What follows belongs to an exercise in optimizing a design on an open flow for small area, a short achievable clock period and few clock cycles per item; a production flow would make more cautious choices.
RTL that was checked went through simulation tests only; none was proved equivalent to the original.
No activity file was given, so power comes from the tool's default toggle rates.

## MyDesign
module MyDesign (
  input   wire dut_run,
  output  wire dut_busy,
  input   wire reset_b,
  input   wire clk,
  output wire        input_sram_write_enable,
  output wire [11:0] input_sram_write_addresss,
  output wire [15:0] input_sram_write_data,
  output reg  [11:0] input_sram_read_address,
  input  wire [15:0] input_sram_read_data,
  output wire        output_sram_write_enable,
  output reg  [11:0] output_sram_write_addresss,
  output wire [15:0] output_sram_write_data,
  output wire [11:0] output_sram_read_address,
  input  wire [15:0] output_sram_read_data,
  output wire        scratchpad_sram_write_enable,
  output wire [11:0] scratchpad_sram_write_addresss,
  output wire [15:0] scratchpad_sram_write_data,
  output wire [11:0] scratchpad_sram_read_address,
  input  wire [15:0] scratchpad_sram_read_data,
  output wire        weights_sram_write_enable,
  output wire [11:0] weights_sram_write_addresss,
  output wire [15:0] weights_sram_write_data,
  output wire [11:0] weights_sram_read_address,
  input  wire [15:0] weights_sram_read_data
);
make LEC_CHECK=0 CAP_MARGIN=70 CORE_MARGIN=2 CORE_UTILIZATION=60 CTS_CLUSTER_SIZE=30 SLEW_MARGIN=70 SYNTH_HIERARCHICAL=1 finish   # period 12.0 ns
run.sh (not shown) runs the stock make flow with config.mk's settings and CLKGATE_MAP_FILE= SYNTH_SCRIPT=/design/flow/synth_recipe.tcl, a recipe that flattens the netlist after the stock synthesis.
Rerun with:
--- a/flow/design.v
+++ b/flow/design.v
@@ -1818,44 +1818,51 @@
   reg  [5:0] pr;
   reg  [4:0] pj;
   reg  [6:0] nreg;
   wire [4:0] cmask = {nreg[6], |nreg[6:5], |nreg[6:4], |nreg[6:3], |nreg[6:2]};
   wire [5:0] rmask = {nreg[6], |nreg[6:5], |nreg[6:4], |nreg[6:3], |nreg[6:2], |nreg[6:1]};
   wire       lastcol = (pj == cmask);
   wire       lastrow = (pr == rmask);
   reg  [15:0] XR, XRp, XA, XAp, XB, XBp;
   reg  [15:0] XRo, XAo;           
   reg         weo;                
+  reg         busyo;              
+  reg  [4:0]  spwa;               
   reg         xv, xh, xlast, xn4;
   reg  [5:0]  xr;
   reg  [4:0]  xj;
   wire        endd = busy & xh & (&XR);
   reg  [11:0] ira;                
   reg  [4:0]  spra;               
   reg  [6:0]  wra;                
   reg  [4:0]  jA, jB, jC, jD;     
   always @(posedge clk) begin
     if (!reset_b) begin
       busy  <= 1'b0;
+      busyo <= 1'b0;
       weo   <= 1'b0;
       av    <= 1'b0;
       pv    <= 1'b0;
       endsr <= 4'd0;
     end else begin
       endsr <= {endsr[2:0], endd};
       if (start) begin
         busy  <= 1'b1;
+        busyo <= 1'b1;
         weo   <= 1'b1;
         av   <= 1'b1;
         pv   <= 1'b0;
       end else begin
-        if (endsr[3]) busy <= 1'b0;
+        if (endsr[3]) begin
+          busy  <= 1'b0;
+          busyo <= 1'b0;
+        end
         if (endsr[0]) weo <= 1'b0;
         if (endd) begin
           av <= 1'b0;
           pv <= 1'b0;
         end else
           pv <= av;
       end
     end
   end
   always @(posedge clk) begin
@@ -1877,21 +1884,23 @@
       pj <= 5'd0;
       if (lastrow) ph <= 1'b1;
       else         pr <= pr + 6'd1;
     end else
       pj <= pj + 5'd1;
   end
   always @(posedge clk) begin
     if (!reset_b) begin
       input_sram_read_address <= 12'd0;
       spra <= 5'd0;
+      spwa <= 5'd0;
     end else begin
+      spwa <= pj;
       if (av) input_sram_read_address <= ira + 12'd1;
       else    input_sram_read_address <= 12'd0;
       if (pv) begin
         if (ph | lastcol) spra <= 5'd0;
         else              spra <= pj + 5'd1;
       end
     end
   end
   always @(posedge clk) begin
     XR  <= input_sram_read_data;
@@ -1915,21 +1924,21 @@
     if (!reset_b) begin
       XRo <= 16'd0;
       XAo <= 16'd0;
     end else begin
       XRo <= input_sram_read_data;
       XAo <= scratchpad_sram_read_data;
     end
   end
   assign scratchpad_sram_read_address   = {7'd0, spra};
   assign scratchpad_sram_write_enable   = weo;
-  assign scratchpad_sram_write_addresss = {7'd0, xj};
+  assign scratchpad_sram_write_addresss = {7'd0, spwa};
   assign scratchpad_sram_write_data     = XRo;
   assign weights_sram_read_address      = {5'd0, wra};
   assign weights_sram_write_enable      = weo;
   assign weights_sram_write_addresss    = {7'b0000010, jA};
   assign weights_sram_write_data        = XAo;
   assign output_sram_read_address       = {7'b1000000, jB};
   reg [7:0] k00, k01, k02, k10, k11, k12, k20, k21, k22;
   always @(posedge clk) begin
     case (wcnt)
       3'd1: begin k00 <= weights_sram_read_data[15:8]; k01 <= weights_sram_read_data[7:0]; end
@@ -2011,12 +2020,12 @@
           pend <= item;
           owh  <= item;
           owl  <= 7'd0;
           if (t_last) oaddr <= oaddr + 12'd1;
         end
       end
     end
   end
   assign output_sram_write_enable = owe;
   assign output_sram_write_data   = {1'b0, owh, 1'b0, owl};
-  assign dut_busy = busy;
+  assign dut_busy = busyo;
 endmodule
- worst setup slack is better by 63 ps
- combinational power stays flat
- die area hardly moves
- non-clock buffer count came out higher by 1
- final area barely changes
- final cell count hardly moves
- utilization hardly moves
- routed wire length is about the same
Function was not checked in any run of this note: the RTL went through the layout flow alone.

MyDesign, a different RTL version from the one above (not shown whole).
Size: ~4400 cells after synthesis, about 230 I/O pins.
==> flow/config.mk <==
export PLATFORM = sky130hd
export DESIGN_NAME = MyDesign
export DESIGN_NICKNAME = MyDesign
export VERILOG_FILES = /design/flow/design.v
export SDC_FILE = /design/flow/constraint.sdc
export NUM_CORES = 4
export LEC_CHECK = 0
export CAP_MARGIN = 50
export CORE_MARGIN = 2
export CORE_UTILIZATION = 80
export CTS_CLUSTER_DIAMETER = 150
export CTS_CLUSTER_SIZE = 25
export SLEW_MARGIN = 50
export SYNTH_HIERARCHICAL = 1
==> flow/constraint.sdc <==
create_clock -name core_clock -period 12.0 [get_ports {clk}]
set_input_delay 2.4000 -clock core_clock [delete_from_list [all_inputs] [get_ports {clk}]]
set_output_delay 2.4000 -clock core_clock [all_outputs]
set_load 0.01 [all_outputs]
standard.sh (not shown) runs the stock make flow with config.mk's settings and CLKGATE_MAP_FILE= SYNTH_SCRIPT=/design/flow/synth_recipe.tcl, a recipe that flattens the netlist after the stock synthesis.
==> flow/flow/run.sh <==
#!/bin/bash
# The standard layout (the standard.sh, standard synthesis unchanged), with
# the port buffers inserted by buffer_ports made from buf_2 cells instead of
# the default choice. Each tool's output goes to ORFS's own logs under orfs/;
# this script's output goes to run_flow.log.
set -euo pipefail
export BUFFER_PORTS_ARGS="-buffer_cell sky130_fd_sc_hd__buf_2"
bash standard.sh > run_flow.log 2>&1
Testbench counts at the start, summed over its fixed seeds: cycles 36,652, items 15,932.
==> next run, changes <==
--- a/flow/design.v
+++ b/flow/design.v
@@ -1837,22 +1837,21 @@
   reg        pv, ph;
   reg  [5:0] pr;
   reg  [4:0] pj;
   reg  [6:0] nreg;
   wire [4:0] cmask = {nreg[6], |nreg[6:5], |nreg[6:4], |nreg[6:3], |nreg[6:2]};
   wire [5:0] rmask = {nreg[6], |nreg[6:5], |nreg[6:4], |nreg[6:3], |nreg[6:2], |nreg[6:1]};
   wire       lastcol = (pj == cmask);
   wire       lastrow = (pr == rmask);
   reg  [15:0] XR, XRp, XA, XAp, XB, XBp;
-  reg  [15:0] XRo;                
+  reg  [15:0] XRo, XAo;           
   reg         weo;                
   reg  [4:0]  spwa;               
-  reg         wbank;              
   reg         xv, xh, xlast, xn4;
   reg  [5:0]  xr;
   reg  [4:0]  xj;
   wire        endd = run & xh & (&XR);
   reg  [11:0] ira;                
   reg  [4:0]  spra;               
   reg  [6:0]  wra;                
   reg  [4:0]  jA, jB, jC, jD;     
   always @(posedge clk) begin
@@ -1884,19 +1883,19 @@
     end
   end
   always @(posedge clk) begin
     if (av) ira <= ira + 12'd1;
     else    ira <= 12'd0;
     if (!run)               wcnt <= 3'd0;
     else if (wcnt != 3'd6)  wcnt <= wcnt + 3'd1;
     if (!run)               wra <= 7'd0;
     else if (wcnt < 3'd4)   wra <= {4'd0, wcnt + 3'd1};
-    else                    wra <= {1'b1, pr[0], pj};
+    else                    wra <= {2'b10, pj};
     if (!pv)
       ph <= 1'b1;
     else if (ph) begin
       ph   <= 1'b0;
       pr   <= 6'd0;
       pj   <= 5'd0;
       nreg <= input_sram_read_data[6:0];
     end else if (lastcol) begin
       pj <= 5'd0;
@@ -1904,22 +1903,20 @@
       else         pr <= pr + 6'd1;
     end else
       pj <= pj + 5'd1;
   end
   always @(posedge clk) begin
     if (!reset_b) begin
       input_sram_read_address <= 12'd0;
       spra <= 5'd0;
       spwa <= 5'd0;
-      wbank <= 1'b0;
     end else begin
       spwa <= pj;
-      wbank <= pr[0];
       if (av) input_sram_read_address <= ira + 12'd1;
       else    input_sram_read_address <= 12'd0;
       if (pv) begin
         if (ph | lastcol) spra <= 5'd0;
         else              spra <= pj + 5'd1;
       end
     end
   end
   always @(posedge clk) begin
@@ -1937,30 +1934,32 @@
     xn4   <= ~|cmask[4:1];
     jA <= xj;
     jB <= jA;
     jC <= jB;
     jD <= jC;
   end
   always @(posedge clk) begin
     if (!reset_b) begin
       XRo <= 16'd0;
+      XAo <= 16'd0;
     end else begin
       XRo <= input_sram_read_data;
+      XAo <= scratchpad_sram_read_data;
     end
   end
   assign scratchpad_sram_read_address   = {7'd0, spra};
   assign scratchpad_sram_write_enable   = weo;
   assign scratchpad_sram_write_addresss = {7'd0, spwa};
   assign scratchpad_sram_write_data     = XRo;
   assign weights_sram_read_address      = {5'd0, wra};
   assign weights_sram_write_enable      = weo;
-  assign weights_sram_write_addresss    = {6'b000001, wbank, spwa};
-  assign weights_sram_write_data        = XRo;
+  assign weights_sram_write_addresss    = {7'b0000010, jA};
+  assign weights_sram_write_data        = XAo;
   assign output_sram_read_address       = {7'b1000000, jB};
   reg [7:0] k00, k01, k02, k10, k11, k12, k20, k21, k22;
   always @(posedge clk) begin
     case (wcnt)
       3'd1: begin k00 <= weights_sram_read_data[15:8]; k01 <= weights_sram_read_data[7:0]; end
       3'd2: begin k02 <= weights_sram_read_data[15:8]; k10 <= weights_sram_read_data[7:0]; end
       3'd3: begin k11 <= weights_sram_read_data[15:8]; k12 <= weights_sram_read_data[7:0]; end
       3'd4: begin k20 <= weights_sram_read_data[15:8]; k21 <= weights_sram_read_data[7:0]; end
       3'd5: begin k22 <= weights_sram_read_data[15:8]; end
@@ -1987,19 +1986,19 @@
   wire [8:0] r0, r1;
   fin f0 (.i(P3a), .r(r0));
   fin f1 (.i(P3b), .r(r1));
   reg  [8:0]  R0, R1;
   always @(posedge clk) begin
     R0 <= r0;
     R1 <= r1;
   end
   reg [4:0] T1, T2, T3, T4;
-  wire [4:0] T0 = {run & xv & (|xr[5:1]) & (|xj), ~xr[0], xr[1] ^ xj[0], xlast, xn4};
+  wire [4:0] T0 = {xv & (|xr[5:1]) & (|xj), ~xr[0], xr[1] ^ xj[0], xlast, xn4};
   always @(posedge clk) begin
     if (!reset_b) begin
       T1 <= 5'd0; T2 <= 5'd0; T3 <= 5'd0; T4 <= 5'd0;
     end else begin
       T1 <= T0; T2 <= T1; T3 <= T2; T4 <= T3;
     end
   end
   wire t_ov = T4[4], t_even = T4[3], t_par = T4[2], t_last = T4[1];
   reg  [6:0]  Creg, Hhold, pend;
What happened: Count of clock-buffer cells in the layout stays the same. Wire length grows by about 0.7%. Total power grows by 0.64%. Utilization grows by 0.27 points. Register-to-register slack is better by 0.16 ns. Setup slack is better by 0.16 ns. Cell area grows by 0.70%. Sequential cell count grows by 14. Via count grows by 0.96%. Clock power grows by about 3%.
Function not checked in the second run of this note: the RTL went through the layout flow alone.

==> what the ideal ports hide <==
In the flow no input, the clock included, has a driving cell. The finished layouts below were timed again as built, in two steps. Step 1, drivers: a clkbuf_16 drives clk and a buf_2 each remaining input, both assumed. Step 2 moves the port delays by t, midway between the first and last clock arrival at a register: inputs arrive t later, outputs are due t later. That takes back most of the time a late clock gives input paths. Slacks: ideal ports / drivers / drivers and shift; pairs: ideal ports / drivers.
run	shift t [ns]	setup slack, ns	worst setup path at the end	slew at the worst register clock pin (ns)	pins driven straight from the clock port
the first run of note 1	0.719	7.750 / 7.681 / 8.028	register to register	0.06 / 0.06	1
the second run of note 1	0.700	7.813 / 7.744 / 8.176	register to register	0.07 / 0.07	1
the first run of note 2	0.718	8.143 / 8.143 / 8.143	register to register	0.11 / 0.11	1
the second run of note 2	0.734	8.305 / 8.305 / 8.305	register to register	0.12 / 0.12	1
After both steps every run listed still meets setup and hold.
